This design comes from an exercise in tuning for small area, a short achievable clock period and few clock cycles per item on the open sky130 flow, not from production work.
RTL that was checked went through simulation tests only; none was proved equivalent to the original.
For run 1, only the layout was checked, not whether the RTL still works.
Power is estimated from default activity; no workload was simulated.

==> flow/design.v, too long to show whole: its modules and the start of the top module <==
// module fp32_mul: 1017 lines
// module rnd23: 11 lines
// module add8c: 4 lines
// module fa: 4 lines
// module pgc: 4 lines
// module ao21: 3 lines
// module pgn: 4 lines
// module pgp: 4 lines
// module aoi21m: 3 lines
// module oai21m: 3 lines
// module nand2m: 3 lines
// module xnor2m: 3 lines
// module and2m: 3 lines
// module xor2m: 3 lines
// module fa1: 4 lines
// module ha: 4 lines
module fp32_mul (
    input  wire        clk,
    input  wire        rst,
    input  wire        in_valid,
    input  wire [31:0] op_a,
    input  wire [31:0] op_b,
    output reg         out_valid,
    output reg  [31:0] result
);
  // ...
==> flow/flow/run.sh <==
#!/bin/bash
# Layout flow: the standard ORFS flow (standard.sh, unchanged synthesis),
# with the port buffers made from a regular buffer cell rather than the
# delay-buffer cell that buffer_ports picks by default.
set -euo pipefail
cd "$(dirname "$0")/.."
bash standard.sh "BUFFER_PORTS_ARGS=-buffer_cell sky130_fd_sc_hd__buf_2" finish > flow_make.log 2>&1
==> flow/standard.sh <==
#!/bin/bash
# synth_recipe.tcl (not shown) runs the flow's synth.tcl, then flattens the netlist and writes it again
# the make line also repeats each setting of config.mk as NAME=value (left out here)
make -C /OpenROAD-flow-scripts/flow DESIGN_CONFIG=/design/flow/config.mk WORK_HOME=/design/flow/orfs CLKGATE_MAP_FILE= SYNTH_SCRIPT=/design/flow/synth_recipe.tcl "${@:-finish}"
==> flow/config.mk <==
export PLATFORM = sky130hd
export DESIGN_NAME = fp32_mul
export DESIGN_NICKNAME = fp32_mul
export VERILOG_FILES = /design/flow/design.v
export SDC_FILE = /design/flow/constraint.sdc
export NUM_CORES = 4
export LEC_CHECK = 0
export CAP_MARGIN = 20
export CORE_MARGIN = 2
export CORE_UTILIZATION = 60
export CTS_CLUSTER_DIAMETER = 120
export CTS_CLUSTER_SIZE = 25
export PLACE_DENSITY = 0.8
export SLEW_MARGIN = 70
export SYNTH_HIERARCHICAL = 1
==> flow/constraint.sdc <==
create_clock -name core_clock -period 11.0 [get_ports {clk}]
set_input_delay 2.2000 -clock core_clock [delete_from_list [all_inputs] [get_ports {clk}]]
set_output_delay 2.2000 -clock core_clock [all_outputs]
set_load 0.01 [all_outputs]
==> impl_results.md, run 1 <==
- Status: timing/DRC/antenna clean
- Wire per inst: 21.4 um
- Largest buffer count on any clock path: 3
- Placed insts: 2630
- Combinational power: 0.00611 W
- FF-to-FF path depth: 15
- Multi-input gate count: between 1500 and 2000
- WHS: 0.328 ns
- Sequential Area: 0.00563 mm^2
- First-pass GRT wire length: around 90 mm
- Crit path buf inv count: 3
- GR Util All Layers: between 20 and 30%
- Combinational share of power: 72.7%
- Met2 GRT Util: between 40% and 50%
- Max reg flops: 112
- Setup_tns: 0 ns
- Bufs w/o clock: 152
- Antenna viol nets, final: 0
- Inverters, non-clock: 139
- Most common cell after layout, fill and taps aside: xnor2_1
- Clock-cell share: 1.82%
- Period utilisation layout: 36.9%
- Area delta synth->final: 6.87%
- Worst-path clk slew: about 0.09 ns
- Initial core utilization: 60.5%
- Fill count: 2804
- Seq pwr share: 20.3%
- Nets: about 2600
- Mapped cell area: 0.0221 mm^2
- Number of global-route vias before repair: about 17000
- Multi-input combinational area share: 65.6%
- Switching Fraction: 47.1%
- Sequential Power: 0.00171 W
- RSZ-0062 raised after global routing: false
- Starting DRT DRC Count: 2008
- CTS tree: built
- Final Cell Area: between 0.02 and 0.025 mm^2
- Fin util: about 65%
- Highest metal used: met5
- Met2 Wirelength: 25.0 mm
- Net Switching: 0.00396 W
- Vias: approximately 16000
- Most frequent cells in the layout: xnor2_1 (368), dfxtp_1 (266), a22oi_1 (264)
- Met3 Wirelength: 7.16 mm
==> inputs of run 2 (changes only) <==
--- a/flow/design.v
+++ b/flow/design.v
@@ -983,36 +983,36 @@
   assign z401 = (rq[18] ^ rq[19]) ^ (rq[16] | rq[17]);
   assign z402 = (rq[20] ^ rq[21]) ^ (rq[18] | rq[19]);
   assign z403 = (rq[25] ^ fs233) ^ (rq[20] | rq[21]);
   assign z404 = (fs234 ^ fc233) ^ (rq[25] | fs233);
   assign z405 = (fs235 ^ fc234) ^ (fs234 | fc233);
   assign z406 = (fs236 ^ fc235) ^ (fs235 | fc234);
   assign z407 = (fs237 ^ fc236) ^ (fs236 | fc235);
   wire sticky = z393 | z394 | z395 | z396 | z397 | z398 | z399 | z400 | z401 | z402 | z403 | z404 | z405 | z406 | z407 | lownz2;
-  wire p47 = h[25];
-  wire [22:0] frac = p47 ? h[24:2] : h[23:1];
-  wire guard = p47 ? h[1] : h[0];
-  wire inc = guard & (sticky | frac[0]);
-  reg        v3, s3, q3, kill3, p47_3, inc3;
+  reg        v3, s3, q3, st3, kill3;
   reg [7:0]  e3;
-  reg [22:0] f3;
+  reg [25:0] h3;
   always @(posedge clk) begin
     if (rst) v3 <= 1'b0; else v3 <= v2;
     s3 <= s2;
     q3 <= q2;
     kill3 <= kill2;
     e3 <= e2;
-    p47_3 <= p47;
-    inc3 <= inc;
-    f3 <= frac;
+    st3 <= sticky;
+    h3 <= h;
   end
+  wire p47 = h3[25];
+  wire i0 = h3[0] & (st3 | h3[1]);
+  wire i1 = h3[1] & (st3 | h3[2]);
+  wire [22:0] frac = p47 ? h3[24:2] : h3[23:1];
+  wire inc = p47 ? i1 : i0;
   wire [22:0] rnd;
-  rnd23 u_rnd (.f(f3), .inc(inc3), .r(rnd));
-  wire [7:0] eo = e3 + {7'd0, p47_3};
+  rnd23 u_rnd (.f(frac), .inc(inc), .r(rnd));
+  wire [7:0] eo = e3 + {7'd0, p47};
   wire [22:0] fo = kill3 ? 23'd0 : rnd;
   wire [31:0] res = {s3, eo, fo[22] | q3, fo[21:0]};
   always @(posedge clk) begin
     if (rst) out_valid <= 1'b0; else out_valid <= v3;
     result <= res;
   end
 endmodule
 module rnd23 (input wire [22:0] f, input wire inc, output wire [22:0] r);
==> flow/flow/run.sh (replaced) <==
#!/bin/bash
# Layout flow: the standard ORFS flow (standard.sh, unchanged synthesis),
# with two changes to how the layout is made: the port buffers are a regular
# buffer cell (buf_1) rather than the delay-buffer cell that buffer_ports
# picks by default, and the clock tree is built without dummy loads.
set -euo pipefail
cd "$(dirname "$0")/.."
bash standard.sh "BUFFER_PORTS_ARGS=-buffer_cell sky130_fd_sc_hd__buf_1" \
  "CTS_ARGS=-sink_clustering_enable -repair_clock_nets -dont_use_dummy_load -sink_clustering_size 25 -sink_clustering_max_diameter 120" \
  finish > flow_make.log 2>&1
--- a/flow/config.mk
+++ b/flow/config.mk
@@ -5,11 +5,10 @@
 export SDC_FILE = /design/flow/constraint.sdc
 export NUM_CORES = 4
 export LEC_CHECK = 0
 export CAP_MARGIN = 20
 export CORE_MARGIN = 2
 export CORE_UTILIZATION = 60
 export CTS_CLUSTER_DIAMETER = 120
 export CTS_CLUSTER_SIZE = 25
-export PLACE_DENSITY = 0.8
 export SLEW_MARGIN = 70
 export SYNTH_HIERARCHICAL = 1
==> impl_results.md, run 2 <==
- Max IR drop VDD: about 0.00017 V
- RSZ-0062 raised after global routing: false
- Number of global-route vias before repair: 16700 (-2.1%)
- Max FO, Critical Path: 26
- FP Rows: 70
- Cells along the critical path: buf_4 -> a22oi_1 -> xnor2_1 -> fa_1 -> fa_1 -> inv_1 -> ha_1 -> xnor2_1 -> nor3_1 -> o2111ai_1
- Worst setup path category: flop to flop
- Clk Latency, worst-skew pair: approximately 0.54 ns
- Largest buffer count on any clock path: 3 (unchanged)
- Ant. Diodes: 0
- Startpoint type of the worst setup path: flop
- Maximum clock frequency: ~300 MHz
- Req. time, crit path: about 11 ns
- Min-delay worst type: flop to flop
- Slew Limit Fails: 0
- Nets: 2599 (+0.58%)
- Clock skew: around 0.075 ns
- Lkg Pwr: about 9.0 nW
- Max stage delay on crit path: about 0.64 ns
- Root Driver: clkbuf_16
- Die height: ~200 um
- Most frequent cells in the layout: xnor2_1 (373), dfxtp_1 (276), a22oi_1 (264)
- Synth warnings: 7
- Die ar.: 0.0384 mm^2
- Tmin final: 3.39 ns
- CTS buffer count: 15
- Max-Cap Viols: 0
- Post_cts resized: 0
- DRT Pass-1 Iters: 6
- Status: timing/DRC/antenna clean
- CTS tree: built
- Largest net degree at the start of global routing: 29
- Pwr dens: 325 mW/mm^2
- Fill count: 3009 (+7.3%)
- DRT Wirelength: 57.9 mm
- Die width: 196 um
- Worst EP arrival: 3.73 ns
- Setup_tns: 0 ns (unchanged)
- Synth Instances: 2161
- Boundary pin count: 100
- Placed Area: 0.0231 mm^2
- Starting DRT DRC Count: 1296 (-35%)
- Area delta synth->final: 6.55%
- Critical Path Slowest Stage Cell: fa_1
- CP endpoint kind: flop
- Initial core utilization: 60.7% (+0.15 points)
- Grt ovf: 0
- Largest register by flop count: rq
- Vias: 16000 (-2.9%)
- Routed vias/inst: 6.01
- Worst-path clk slew: 0.10 ns (about the same)
- GR Util All Layers: 30.9% (+1.3 points)
- R2R setup slack: 7.61 ns
- Period utilisation layout: 30.8% (-6.1 points)
- GP Congestion: 0.837
- Final Hold Viols: 0
- PortBufs: 99
- Core Area: ~0.036 mm^2
- Mapped cell area: 0.0221 mm^2 (+0.25%)
- Antenna viol nets, final: 0 (unchanged)
- Initial antenna violation count: 2
- Sink Count: ~280
- Most common cell after layout, fill and taps aside: xnor2_1
- Post-CTS setup buffers: 0
- Largest regs: rq x112, result x32, h3 x26
- Wire per inst: 21.8 um (+1.8%)
- Hold buffer count at CTS: 0
- CTS H-tree lvls: 1
- Final Cell Area: 0.0236 mm^2 (about the same)
- First-pass GRT wire length: 92.4 mm (+2.6%)
- Dpl hpwl: 39.3 mm
- Final setup fails: 0
- Share of layout cells above drive strength 1: around 11%
- Residual DRC: 0
- Max reg flops: 112 (unchanged)
- Avg Inst Size Synth: 10.2 um^2
[run 2: changes by cell type in the layout (fill, tap and decap cells not counted), moves of 3 or more]
cell	change
buf_1	+99
buf_2	-97
dfxtp_1	+10
dfxtp_4	-9
buf_6	+8
xnor2_1	+5
nor4_1	+3
xor2_1	-3
[run 2: worst paths after layout]
check,from,endpoint,depth (start not counted)
worst max-delay path,fa1[4]$_DFF_P_,lownz2$_DFF_P_,10
worst min-delay path,e2[0]$_DFF_P_,e3[0]$_DFF_P_,0
worst max register to register,fa1[4]$_DFF_P_,lownz2$_DFF_P_,10
worst min register to register,e2[0]$_DFF_P_,e3[0]$_DFF_P_,0
[run 2: report_power, final]
group	total (W)	internal, W	switching, W
Clock	0.000568	0.000245	0.000323
Sequential	0.00166	0.00147	0.000191
Combinational	0.00542	0.00235	0.00307
[run 2: layout make-up]
| type | count | area, um^2 | share of cell area, % |
|---|---|---|---|
| inverters | 139 | 522 | 2.21 |
| flip-flops and latches | 281 | 5640 | 23.9 |
| clock buffers | 15 | 375 | 1.59 |
| multi-input cells | 1594 | 15500 | 65.6 |
| well taps | 468 | 586 | 2.49 |
| repair buffers | 164 | 973 | 4.13 |
[run 2: critical path: cells and delay by family (launching register included)]
| family | cells | cell delay (ns) |
|---|---|---|
| compound gates | 2 | 0.45 |
| buf+inv | 2 | 0.47 |
| flops | 1 | 0.32 |
| fa+ha+maj | 3 | 1.44 |
| xor+xnor | 2 | 0.32 |
| simple gates | 1 | 0.23 |
[run 2: per-layer routing]
layer | GRT usage, % | share of wire, % | vias up
met1 | 42.3 | 42 | 7921
li1 | - | - | 7226
met4 | 9.57 | 2.7 | 2
met3 | 5.45 | 8.8 | 123
met5 | 0 | 0.022 | -
met2 | 50.3 | 47 | 730
[run 2: stage by stage]
stage | hold slack, ns | util, % | cells | total power, W | worst slack (ns)
detailed placement | 0.313 | 63.3 | 2646 | 0.00703 | 7.04
global placement | 0.311 | 62.7 | 2637 | 0.00679 | 7.18
CTS | 0.324 | 64.4 | 2661 | 0.00764 | 7.61
floorplan | 0.310 | - | 2184 | 0.00571 | 7.64
global route | 0.322 | 64.7 | 2661 | 0.00842 | 7.45
finish | 0.322 | 64.7 | 2661 | 0.00765 | 7.61
Testbench counts of run 2, summed over its fixed seeds: cycles 16,024, items 16,000.

## static timing again, ports no longer ideal
Ports are ideal in the flow. The routed layouts listed here were re-timed in OpenROAD.
Step 1 assumes that a clkbuf_16 drives the clock port and a buf_2 every other input.
Step 2 moves the port delays by t, midway between the first and last clock arrival at a register: inputs arrive t later, outputs are due t later. That takes back most of the time a late clock gives input paths.
Slacks: ideal ports / drivers / drivers and shift; pairs: ideal ports / drivers.
run | shift t [ns] | setup WS [ns] | clock arrival spread, ns | worst register clock-pin slew, ns | cell pins on the clock port's net
run 1 | 0.556 | 6.937 / 6.937 / 6.937 | 0.017 / 0.016 | 0.10 / 0.10 | 1
run 2 | 0.552 | 7.608 / 7.608 / 7.094 | 0.075 / 0.075 | 0.11 / 0.11 | 1
After both steps setup and hold are still met in every run listed. For run 2, which loses most, drivers alone change the setup slack by 0.000 ns; drivers and shift together by -0.514 ns.
